This design comes from an exercise in tuning for small area, a short achievable clock period and few clock cycles on the open sky130 flow, not from production work.
Function was checked by simulation only, so behaviour that the tests miss may differ from the original.
The clock input has no modelled driver; a real chip could not lean on it and would need a root buffer or a full tree.

Setup of build 11:
Design alu19, start of the top module:
module alu19 (
    input             clk,
    input             rst,
    input             in_valid,
    output            in_ready,
    input      [3:0]  op,
    input      [18:0] a,
    input      [18:0] b,
    output reg        out_valid,
    output reg [18:0] result,
    output reg        zero,
    output reg        carry,
    output reg        overflow
);
export LEC_CHECK = 0
export ABC_AREA = 1
export CAP_MARGIN = 0
export CORE_MARGIN = 2
export CORE_UTILIZATION = 75
export SLEW_MARGIN = 0
create_clock -name core_clock -period 35.0 [get_ports {clk}]
standard.sh (not shown) runs the stock make flow with config.mk's settings and CLKGATE_MAP_FILE= SYNTH_SCRIPT=/design/flow/synth_recipe.tcl, a recipe that flattens the netlist after the stock synthesis.
==> flow/flow/run.sh <==
#!/bin/bash
set -euo pipefail
W=$(pwd)
P=${FLOW_PLATFORM:-sky130hd}
R=$W/orfs/results/$P/alu19/base
L=$W/orfs/logs/$P/alu19/base
LIB=$FLOW_HOME/platforms/$P/lib/sky130_fd_sc_hd__tt_025C_1v80.lib
YOSYS=$FLOW_HOME/../tools/install/yosys/bin/yosys
[[ -x $YOSYS ]] || YOSYS=yosys

# 1. standard synthesis
bash standard.sh synth > $W/log_1_standard_synth.txt 2>&1
cp $R/1_2_yosys.v $W/netlist_standard.v

# 2. re-map the combinational logic
python3 flow/lib2map.py $LIB > $W/cellmap.v
DONTUSE=$(grep -o -- '-dont_use [^ ]*' $L/1_2_yosys.log | sort -u | tr '\n' ' ')
ABCSCRIPT='+strash;&get,-n;&fraig,-x;&put;scorr;dc2;strash;&get,-n;&dch,-f;&put;dc2;strash;&get,-n;&dch,-f;&nf;&put;topo;upsize,-D,5500;dnsize,-D,5500'
cat > $W/reabc.ys <<YS
read_liberty -lib $LIB
read_verilog $W/netlist_standard.v
hierarchy -top $FLOW_TOP
techmap -map $W/cellmap.v
techmap
opt -fast
abc -liberty $LIB $DONTUSE -script $ABCSCRIPT
setundef -zero
splitnets
opt_clean -purge
hilomap -singleton -hicell sky130_fd_sc_hd__conb_1 HI -locell sky130_fd_sc_hd__conb_1 LO
insbuf -buf sky130_fd_sc_hd__buf_4 A X
opt_clean -purge
check -assert
stat -liberty $LIB
write_verilog -noattr -nohex -nodec $W/netlist_reabc.v
YS
$YOSYS -l $W/log_2_reabc.txt -q $W/reabc.ys > /dev/null 2>&1
# the registers must be the standard synthesis's, instance for instance
grep -E '^\s*sky130_fd_sc_hd__[a-z]*df' $W/netlist_standard.v | awk '{print $1, $2}' | sort > $W/regs_standard.txt
grep -E '^\s*sky130_fd_sc_hd__[a-z]*df' $W/netlist_reabc.v | awk '{print $1, $2}' | sort > $W/regs_reabc.txt
cmp $W/regs_standard.txt $W/regs_reabc.txt
cp $W/netlist_reabc.v $R/1_2_yosys.v
rm -f $R/1_synth.odb $R/1_synth.sdc

# 3. standard placement
export BUFFER_PORTS_ARGS="-buffer_cell sky130_fd_sc_hd__buf_1"
bash standard.sh place > $W/log_3_standard_place.txt 2>&1

# 4. clock buffers (flow/clock.tcl) in place of ORFS's CTS step
RESULTS=$R PLATFORM_DIR=$FLOW_HOME/platforms/$P openroad -no_init -exit flow/clock.tcl > $W/log_4_clock.txt 2>&1
cp $R/4_1_cts.odb $R/4_cts.odb
{ cat $R/3_place.sdc; echo "set_propagated_clock [all_clocks]"; } > $R/4_cts.sdc
touch $R/4_cts.odb $R/4_cts.sdc

# 5. the rest of the standard layout (routing and finishing)
bash standard.sh > $W/log_5_standard_layout.txt 2>&1
Other scripts of this flow, unchanged in this note and not shown: flow/flow/clock.tcl, flow/flow/lib2map.py
Build 11 completed; timing, DRC and antenna clean
Testbench counts of build 11, summed over its fixed seeds: cycles 40,988.
For build 93, these inputs were changed with respect to build 11:
- swapping 75 for 60 in CORE_UTILIZATION
Notes after the runs:
- Build 93 ended with every stage complete and zero timing, DRC or antenna violations.
- When build 93 is set beside build 11, its final RePlAce weighted congestion turns out to be about 9% smaller.
- Routed metal-1 wirelength, build 93 and build 11: lower on build 11
- [compare] base=build 11 new=build 93: number of instances in the placed design climbed 30; wire length dropped about 1.5%.
In every run of this note, the design's own scripts or RTL, not TritonCTS, make the clock network.

==> static timing again, ports no longer ideal <==
How much do the figures lean on ideal ports? The routed layouts below were timed once more, with nothing changed but the port constraints.
Step 1: set_driving_cell puts a clkbuf_16 on clk and a buf_2 on each other input, an assumption about the parent block.
Step 2, shift: input delay + t, output delay - t, t = (earliest + latest rising clock arrival at the registers) / 2. This alone moves slack from input paths to output paths.
a / b / c = no drivers / after step 1 / after step 2; a / b = the first two.
| run | shift t [ns] | slack for setup (ns) | slew at the worst register clock pin (ns) |
|---|---|---|---|
| build 11 | 0.222 | 27.297 / 27.220 / 27.206 | 0.09 / 0.09 |
| build 93 | 0.226 | 27.287 / 27.213 / 27.251 | 0.10 / 0.10 |
After both steps setup and hold are still met in every run listed. For build 11, which loses most, drivers alone change the setup slack by -0.077 ns; drivers and shift together by -0.091 ns.
